This is an optimization exercise on Yosys and OpenROAD, whose aim is small area, a short achievable clock period and few clock cycles per item, not a production implementation. At most, simulation tests tie the RTL to the original design; equivalence was not proved.

run 1:
## ysyx_23060136_EXU_DIV
module ysyx_23060136_EXU_DIV(
        input                 clk           ,
        input                 rst           ,
        input         [63:0]  dividend      ,
        input         [63:0]  divisor       ,
        input                 div_valid     ,
        input                 divw          ,
        input                 div_signed    ,
        output                div_ready     ,
        output                div_out_valid ,
        output        [63:0]  quotient      ,
        output        [63:0]  remainder
 );
    localparam [2:0] S_IDLE  = 3'd0,
                     S_PREP  = 3'd1,
                     S_ITER  = 3'd2,
                     S_CORR  = 3'd3,
                     S_REST  = 3'd4,
                     S_DONE  = 3'd5;
    wire        sa_in = div_signed & (divw ? dividend[31] : dividend[63]);
    wire        sb_in = div_signed & (divw ? divisor[31]  : divisor[63]);
    wire        qn_in = sa_in ^ sb_in;
    wire [64:0] a_ext = divw ? {{33{sa_in}}, dividend[31:0]} : {sa_in, dividend};
    wire [65:0] b_ext = divw ? {{34{sb_in}}, divisor[31:0]}  : {{2{sb_in}}, divisor};
    wire [6:0]  lza, lzb;
    ysyx_23060136_EXU_DIV_lzc u_lza (.x(a_ext[63:0] ^ {64{sa_in}}), .z(lza));
    ysyx_23060136_EXU_DIV_lzc u_lzb (.x(b_ext[63:0] ^ {64{sb_in}}), .z(lzb));
    wire [5:0]  lzbc  = lzb[5:0] | {6{lzb[6]}};
    wire        dz_in = lzb[6] & ~sb_in;                     
  ...
Size: ~2,700 cells after synthesis, roughly 220 flip-flops, roughly 260 I/O pins, ~21,000 um2 of cells after synthesis.
==> module ysyx_23060136_EXU_DIV, before the edit <==
module ysyx_23060136_EXU_DIV(
        input                 clk           ,
        input                 rst           ,
        input         [63:0]  dividend      ,
        input         [63:0]  divisor       ,
        input                 div_valid     ,
        input                 divw          ,
        input                 div_signed    ,
        output                div_ready     ,
        output                div_out_valid ,
        output        [63:0]  quotient      ,
        output        [63:0]  remainder
 );
    localparam [2:0] S_IDLE  = 3'd0,
                     S_PREP  = 3'd1,
                     S_ITER  = 3'd2,
                     S_CORR  = 3'd3,
                     S_REST  = 3'd4,
                     S_DONE  = 3'd5;
    wire        sa_in = div_signed & (divw ? dividend[31] : dividend[63]);
    wire        sb_in = div_signed & (divw ? divisor[31]  : divisor[63]);
    wire        qn_in = sa_in ^ sb_in;
    wire [64:0] a_ext = divw ? {{33{sa_in}}, dividend[31:0]} : {sa_in, dividend};
    wire [65:0] b_ext = divw ? {{34{sb_in}}, divisor[31:0]}  : {{2{sb_in}}, divisor};
    wire [6:0]  lza, lzb;
    ysyx_23060136_EXU_DIV_lzc u_lza (.x(a_ext[63:0] ^ {64{sa_in}}), .z(lza));
    ysyx_23060136_EXU_DIV_lzc u_lzb (.x(b_ext[63:0] ^ {64{sb_in}}), .z(lzb));
    wire [5:0]  lzbc  = lzb[5:0] | {6{lzb[6]}};
    wire        dz_in = lzb[6] & ~sb_in;                     
    wire [63:0] q_ones = divw ? (qn_in ? 64'hffffffff00000001 : 64'h00000000ffffffff)
                              : (qn_in ? 64'h0000000000000001 : 64'hffffffffffffffff);
    logic [2:0]  state;
    logic [65:0] R;          
    logic [65:0] D;          
    logic [63:0] Q;
    logic [5:0]  cnt;
    logic [6:0]  lza_r;
    logic [5:0]  lzb_r;
    logic        dz;         
    logic        sa, qneg;
    logic        sub;        
    wire [65:0] y    = D ^ {66{sub}};
    wire        cin  = sub;
    wire [65:0] sum;
    ysyx_23060136_EXU_DIV_add u_add (.a(R), .b(y), .cin(cin), .s(sum));
    wire [65:0] cpre = {R[64:0] | y[64:0], cin};
    wire        zero = &(~(R ^ y ^ cpre));
    wire        acc  = sa ? (sum[65] | zero) : ~sum[65];
    wire        sub_n = acc ^ qneg;
    wire [5:0]  dd   = lzb_r - lza_r[5:0] + {5'b0, sa};
    wire        early = dz | (({1'b0, lzb_r} + {6'b0, sa}) < lza_r);
    wire [65:0] d_sh = D << dd;
    wire        last = (cnt == 6'd0);
    always_ff @(posedge clk) begin
        if (rst) begin
            state <= S_IDLE;
        end
        else begin
            case (state)
            S_IDLE:  if (div_valid) state <= S_PREP;
            S_PREP:  state <= early ? S_IDLE : (acc ? S_ITER : (qneg ? S_REST : S_DONE));
            S_ITER:  if (last) state <= acc ? S_DONE : S_CORR;
            S_CORR:  state <= S_DONE;
            S_REST:  state <= S_DONE;
            default: state <= S_IDLE;
            endcase
        end
    end
    wire [65:0] a_ld = {a_ext[64], a_ext};
    always_ff @(posedge clk) begin
        case (state)
        S_PREP:         R <= qneg ? sum : a_ld;
        S_ITER, S_CORR: R <= sum;
        default:        R <= a_ld;
        endcase
    end
    always_ff @(posedge clk) begin
        case (state)
        S_PREP:  D <= d_sh;
        S_ITER:  D <= last ? b_ext : {D[65], D[65:1]};
        default: D <= b_ext;
        endcase
    end
    always_ff @(posedge clk) begin
        case (state)
        S_IDLE: begin
            Q     <= dz_in ? q_ones : 64'b0;
            lza_r <= lza;
            dz    <= dz_in;
            lzb_r <= lzbc;
            sa    <= sa_in;
            qneg  <= qn_in;
            sub   <= ~qn_in;
        end
        S_PREP: begin
            cnt <= dd;
            Q   <= {64{qneg}};
        end
        S_ITER: begin
            sub <= sub_n;
            Q   <= {Q[62:0], sub_n};
            cnt <= cnt - 6'd1;
        end
        S_REST: begin
            Q <= 64'b0;
        end
        default: ;
        endcase
    end
    assign div_ready     = (state == S_IDLE);
    assign div_out_valid = (state == S_DONE) | ((state == S_PREP) & early);
    assign quotient      = Q;
    assign remainder     = R[63:0];
endmodule
export LEC_CHECK = 0
export CAP_MARGIN = 20
export CORE_MARGIN = 2
export CORE_UTILIZATION = 40
export SETUP_SLACK_MARGIN = 2.0
export SLEW_MARGIN = 20
create_clock -name core_clock -period 6.5 [get_ports {clk}]
standard.sh (not shown) runs the stock make flow with config.mk's settings and CLKGATE_MAP_FILE= SYNTH_SCRIPT=/design/flow/synth_recipe.tcl, a recipe that flattens the netlist after the stock synthesis.
==> flow/flow/run.sh <==
#!/bin/bash
# Standard layout, with plain buffers (sky130_fd_sc_hd__buf_1) on the ports
# instead of the delay buffers buffer_ports picks by default.
set -euo pipefail
export BUFFER_PORTS_ARGS="-buffer_cell sky130_fd_sc_hd__buf_1"
bash standard.sh > standard_flow.log 2>&1
Testbench counts of run 1, summed over its fixed seeds: cycles 10,303, items 960.
For run 2, these inputs were changed with respect to run 1:
diff --git a/flow/design.v b/flow/design.v
--- a/flow/design.v
+++ b/flow/design.v
@@ -32,11 +32,10 @@
     logic [2:0]  state;
     logic [65:0] R;          
     logic [65:0] D;          
     logic [63:0] Q;
-    logic [5:0]  cnt;
     logic [6:0]  lza_r;
-    logic [5:0]  lzb_r;
+    logic [6:0]  lzb_r;      
     logic        dz;         
     logic        sa, qneg;
     logic        sub;        
     wire [65:0] y    = D ^ {66{sub}};
@@ -46,12 +45,12 @@
     wire [65:0] cpre = {R[64:0] | y[64:0], cin};
     wire        zero = &(~(R ^ y ^ cpre));
     wire        acc  = sa ? (sum[65] | zero) : ~sum[65];
     wire        sub_n = acc ^ qneg;
-    wire [5:0]  dd   = lzb_r - lza_r[5:0] + {5'b0, sa};
-    wire        early = dz | (({1'b0, lzb_r} + {6'b0, sa}) < lza_r);
+    wire [5:0]  dd   = lzb_r[5:0] - lza_r[5:0];
+    wire        early = dz | (lzb_r < lza_r);
     wire [65:0] d_sh = D << dd;
-    wire        last = (cnt == 6'd0);
+    wire        last = (lzb_r[5:0] == 6'd0);
     always_ff @(posedge clk) begin
         if (rst) begin
             state <= S_IDLE;
         end
@@ -86,21 +85,21 @@
         S_IDLE: begin
             Q     <= dz_in ? q_ones : 64'b0;
             lza_r <= lza;
             dz    <= dz_in;
-            lzb_r <= lzbc;
+            lzb_r <= {1'b0, lzbc} + {6'b0, sa_in};
             sa    <= sa_in;
             qneg  <= qn_in;
             sub   <= ~qn_in;
         end
         S_PREP: begin
-            cnt <= dd;
+            lzb_r <= {1'b0, dd};
             Q   <= {64{qneg}};
         end
         S_ITER: begin
             sub <= sub_n;
             Q   <= {Q[62:0], sub_n};
-            cnt <= cnt - 6'd1;
+            lzb_r <= lzb_r - 7'd1;
         end
         S_REST: begin
             Q <= 64'b0;
         end
--- outcome ---
Final area (run 2 vs. run 1) decreases slightly. Going from run 1 to run 2, largest net degree at the start of global routing grows by 2. Against run 1, detailed placer's ending HPWL in run 2 fell by a little under 10%. Of the two candidates, run 1 has the worse via count and run 2 the better one. Run 2 vs. run 1: biggest cell delay along the critical path moved down; detailed route wirelength on metal2 moved down; clock tree cell share of total cell area moved down. Re slew at the pin closest to its max-slew limit: run 1 was higher than run 2. Going from run 1 to run 2, area after synthesis shrank slightly. Taking run 1 over run 2, the overall routed net length ratio works out to 1.06. Run 2 vs run 1: final worst-path cycle share down in run 2. Diff run 1 -> run 2: number of buffers inserted by post-CTS setup repair lost 1, synthesized netlist net count fell by 4.9%, clock-buffer cell count now larger.
Testbench counts of run 2, summed over its fixed seeds: cycles 10,303, items 960.

---

the previous run:
Starting RTL as in the previous note.
Settings: LEC_CHECK=0, CAP_MARGIN=20, CORE_MARGIN=2, CORE_UTILIZATION=40, SETUP_SLACK_MARGIN=2.0, SLEW_MARGIN=20; clock period 6.5 ns.
run.sh (not shown) runs the stock make flow with config.mk's settings and CLKGATE_MAP_FILE= SYNTH_SCRIPT=/design/flow/synth_recipe.tcl, a recipe that flattens the netlist after the stock synthesis.
Stock flow here: none of the scripts above is used.
Testbench counts of the previous run, summed over its fixed seeds: cycles 10,303, items 960.
The inputs of the current run differ from those of the previous run as listed below.
diff --git a/flow/design.v b/flow/design.v
--- a/flow/design.v
+++ b/flow/design.v
@@ -25,92 +25,84 @@
     wire [6:0]  lza, lzb;
     ysyx_23060136_EXU_DIV_lzc u_lza (.x(a_ext[63:0] ^ {64{sa_in}}), .z(lza));
     ysyx_23060136_EXU_DIV_lzc u_lzb (.x(b_ext[63:0] ^ {64{sb_in}}), .z(lzb));
     wire [5:0]  lzbc  = lzb[5:0] | {6{lzb[6]}};
     wire        dz_in = lzb[6] & ~sb_in;                     
+    wire        a_lt_b = ({1'b0, lzbc} + {6'b0, sa_in}) < lza;    
     wire [63:0] q_ones = divw ? (qn_in ? 64'hffffffff00000001 : 64'h00000000ffffffff)
                               : (qn_in ? 64'h0000000000000001 : 64'hffffffffffffffff);
     logic [2:0]  state;
     logic [65:0] R;          
     logic [65:0] D;          
     logic [63:0] Q;
     logic [5:0]  cnt;
-    logic [6:0]  lza_r;
-    logic [5:0]  lzb_r;
-    logic        dz;         
+    logic [5:0]  lza_r, lzb_r;
     logic        sa, qneg;
-    logic        sub;        
+    logic        ind;        
+    wire        sub  = ind ^ qneg;
     wire [65:0] y    = D ^ {66{sub}};
     wire        cin  = sub;
     wire [65:0] sum;
     ysyx_23060136_EXU_DIV_add u_add (.a(R), .b(y), .cin(cin), .s(sum));
     wire [65:0] cpre = {R[64:0] | y[64:0], cin};
     wire        zero = &(~(R ^ y ^ cpre));
     wire        acc  = sa ? (sum[65] | zero) : ~sum[65];
-    wire        sub_n = acc ^ qneg;
-    wire [5:0]  dd   = lzb_r - lza_r[5:0] + {5'b0, sa};
-    wire        early = dz | (({1'b0, lzb_r} + {6'b0, sa}) < lza_r);
+    wire [5:0]  dd   = lzb_r - lza_r + {5'b0, sa};
     wire [65:0] d_sh = D << dd;
     wire        last = (cnt == 6'd0);
     always_ff @(posedge clk) begin
         if (rst) begin
             state <= S_IDLE;
         end
         else begin
             case (state)
-            S_IDLE:  if (div_valid) state <= S_PREP;
-            S_PREP:  state <= early ? S_IDLE : (acc ? S_ITER : (qneg ? S_REST : S_DONE));
+            S_IDLE:  if (div_valid) state <= (dz_in | a_lt_b) ? S_DONE : S_PREP;
+            S_PREP:  state <= acc ? S_ITER : (qneg ? S_REST : S_DONE);
             S_ITER:  if (last) state <= acc ? S_DONE : S_CORR;
             S_CORR:  state <= S_DONE;
             S_REST:  state <= S_DONE;
             default: state <= S_IDLE;
             endcase
         end
     end
-    wire [65:0] a_ld = {a_ext[64], a_ext};
-    always_ff @(posedge clk) begin
-        case (state)
-        S_PREP:         R <= qneg ? sum : a_ld;
-        S_ITER, S_CORR: R <= sum;
-        default:        R <= a_ld;
-        endcase
-    end
-    always_ff @(posedge clk) begin
-        case (state)
-        S_PREP:  D <= d_sh;
-        S_ITER:  D <= last ? b_ext : {D[65], D[65:1]};
-        default: D <= b_ext;
-        endcase
-    end
     always_ff @(posedge clk) begin
         case (state)
         S_IDLE: begin
-            Q     <= dz_in ? q_ones : 64'b0;
-            lza_r <= lza;
-            dz    <= dz_in;
+            R    <= {a_ext[64], a_ext};
+            D    <= b_ext;
+            Q    <= dz_in ? q_ones : 64'b0;
+            lza_r <= lza[5:0];
             lzb_r <= lzbc;
-            sa    <= sa_in;
-            qneg  <= qn_in;
-            sub   <= ~qn_in;
+            sa   <= sa_in;
+            qneg <= qn_in;
+            ind  <= 1'b1;
         end
         S_PREP: begin
+            R <= qneg ? sum : {a_ext[64], a_ext};
+            D   <= d_sh;
             cnt <= dd;
             Q   <= {64{qneg}};
         end
         S_ITER: begin
-            sub <= sub_n;
-            Q   <= {Q[62:0], sub_n};
+            R   <= sum;
+            ind <= acc;
+            Q   <= {Q[62:0], acc ^ qneg};
             cnt <= cnt - 6'd1;
+            if (!last) D <= {D[65], D[65:1]};
+        end
+        S_CORR: begin
+            R <= sum;
         end
         S_REST: begin
+            R <= {a_ext[64], a_ext};
             Q <= 64'b0;
         end
         default: ;
         endcase
     end
     assign div_ready     = (state == S_IDLE);
-    assign div_out_valid = (state == S_DONE) | ((state == S_PREP) & early);
+    assign div_out_valid = (state == S_DONE);
     assign quotient      = Q;
     assign remainder     = R[63:0];
 endmodule
 module ysyx_23060136_EXU_DIV_add(
         input         [65:0]  a,
==> summary.txt <==
- The current run: PASS, flow complete, no timing, DRC or antenna violations
- Summary: with the previous run as the reference, total number of nets in the final design in the current run moved up slightly.
- Against the previous run, the current run reports a wire length of the first global-routing pass that is higher.
- Post-synthesis net count ends up lower on the current run.
- Comparing the two runs side by side, the current run comes out behind the previous run on area of the core.
- | total standard cell area after synthesis | higher: the current run |
- Compared with the previous run, the current run shows floorplan die height higher by about 3%.
- Measured against each other, the current run and the previous run differ in fraction of final layout cells sized beyond drive strength 1, the higher figure coming from the current run.
- | area growth from synthesis to final layout | the current run vs the previous run | 3.7 points higher |
- Re maximum clock frequency: the current run is 9.2% down on the previous run.
- Summary of the current run over the previous run: post-synthesis simple-gate area fraction now smaller; slew at the pin closest to its max-slew limit now larger.
- edfxtp_1 as the slowest stage cell on the critical path was reported by the previous run, and or3_1 by the current run.
For the current run, only the layout was checked, not whether the RTL still works.

afterwards: timing with drivers on the ports:
In the flow no input, the clock included, has a driving cell. The finished layouts below were timed again as built, in two steps.
Step 1, drivers: a clkbuf_16 drives clk and a buf_2 each remaining input, both assumed.
Step 2 also shifts input and output timing later by t, the mid clock arrival at the registers, as if the neighbouring blocks saw the same clock.
a / b / c = no drivers / after step 1 / after step 2; a / b = the first two.
run | shift t [ns] | setup WS [ns] | worst hold slack (ns) | latest minus earliest clock arrival (ns) | worst register clock-pin slew, ns
run 1 | 0.643 | 2.017 / 2.017 / 1.653 | 0.550 / 0.550 / 0.550 | 0.029 / 0.029 | 0.07 / 0.07
run 2 | 0.641 | 2.076 / 2.076 / 1.522 | 0.545 / 0.545 / 0.545 | 0.027 / 0.027 | 0.07 / 0.07
the previous run | 0.649 | 1.987 / 1.926 / 1.582 | 0.545 / 0.545 / 0.545 | 0.034 / 0.034 | 0.07 / 0.07
the current run | 0.665 | 1.529 / 1.428 / 0.763 | 0.539 / 0.539 / 0.539 | 0.053 / 0.054 | 0.07 / 0.07
After both steps setup and hold are still met in every run listed. The setup slack of the current run, which loses most, moves by -0.101 ns with the drivers and by -0.766 ns with both steps.
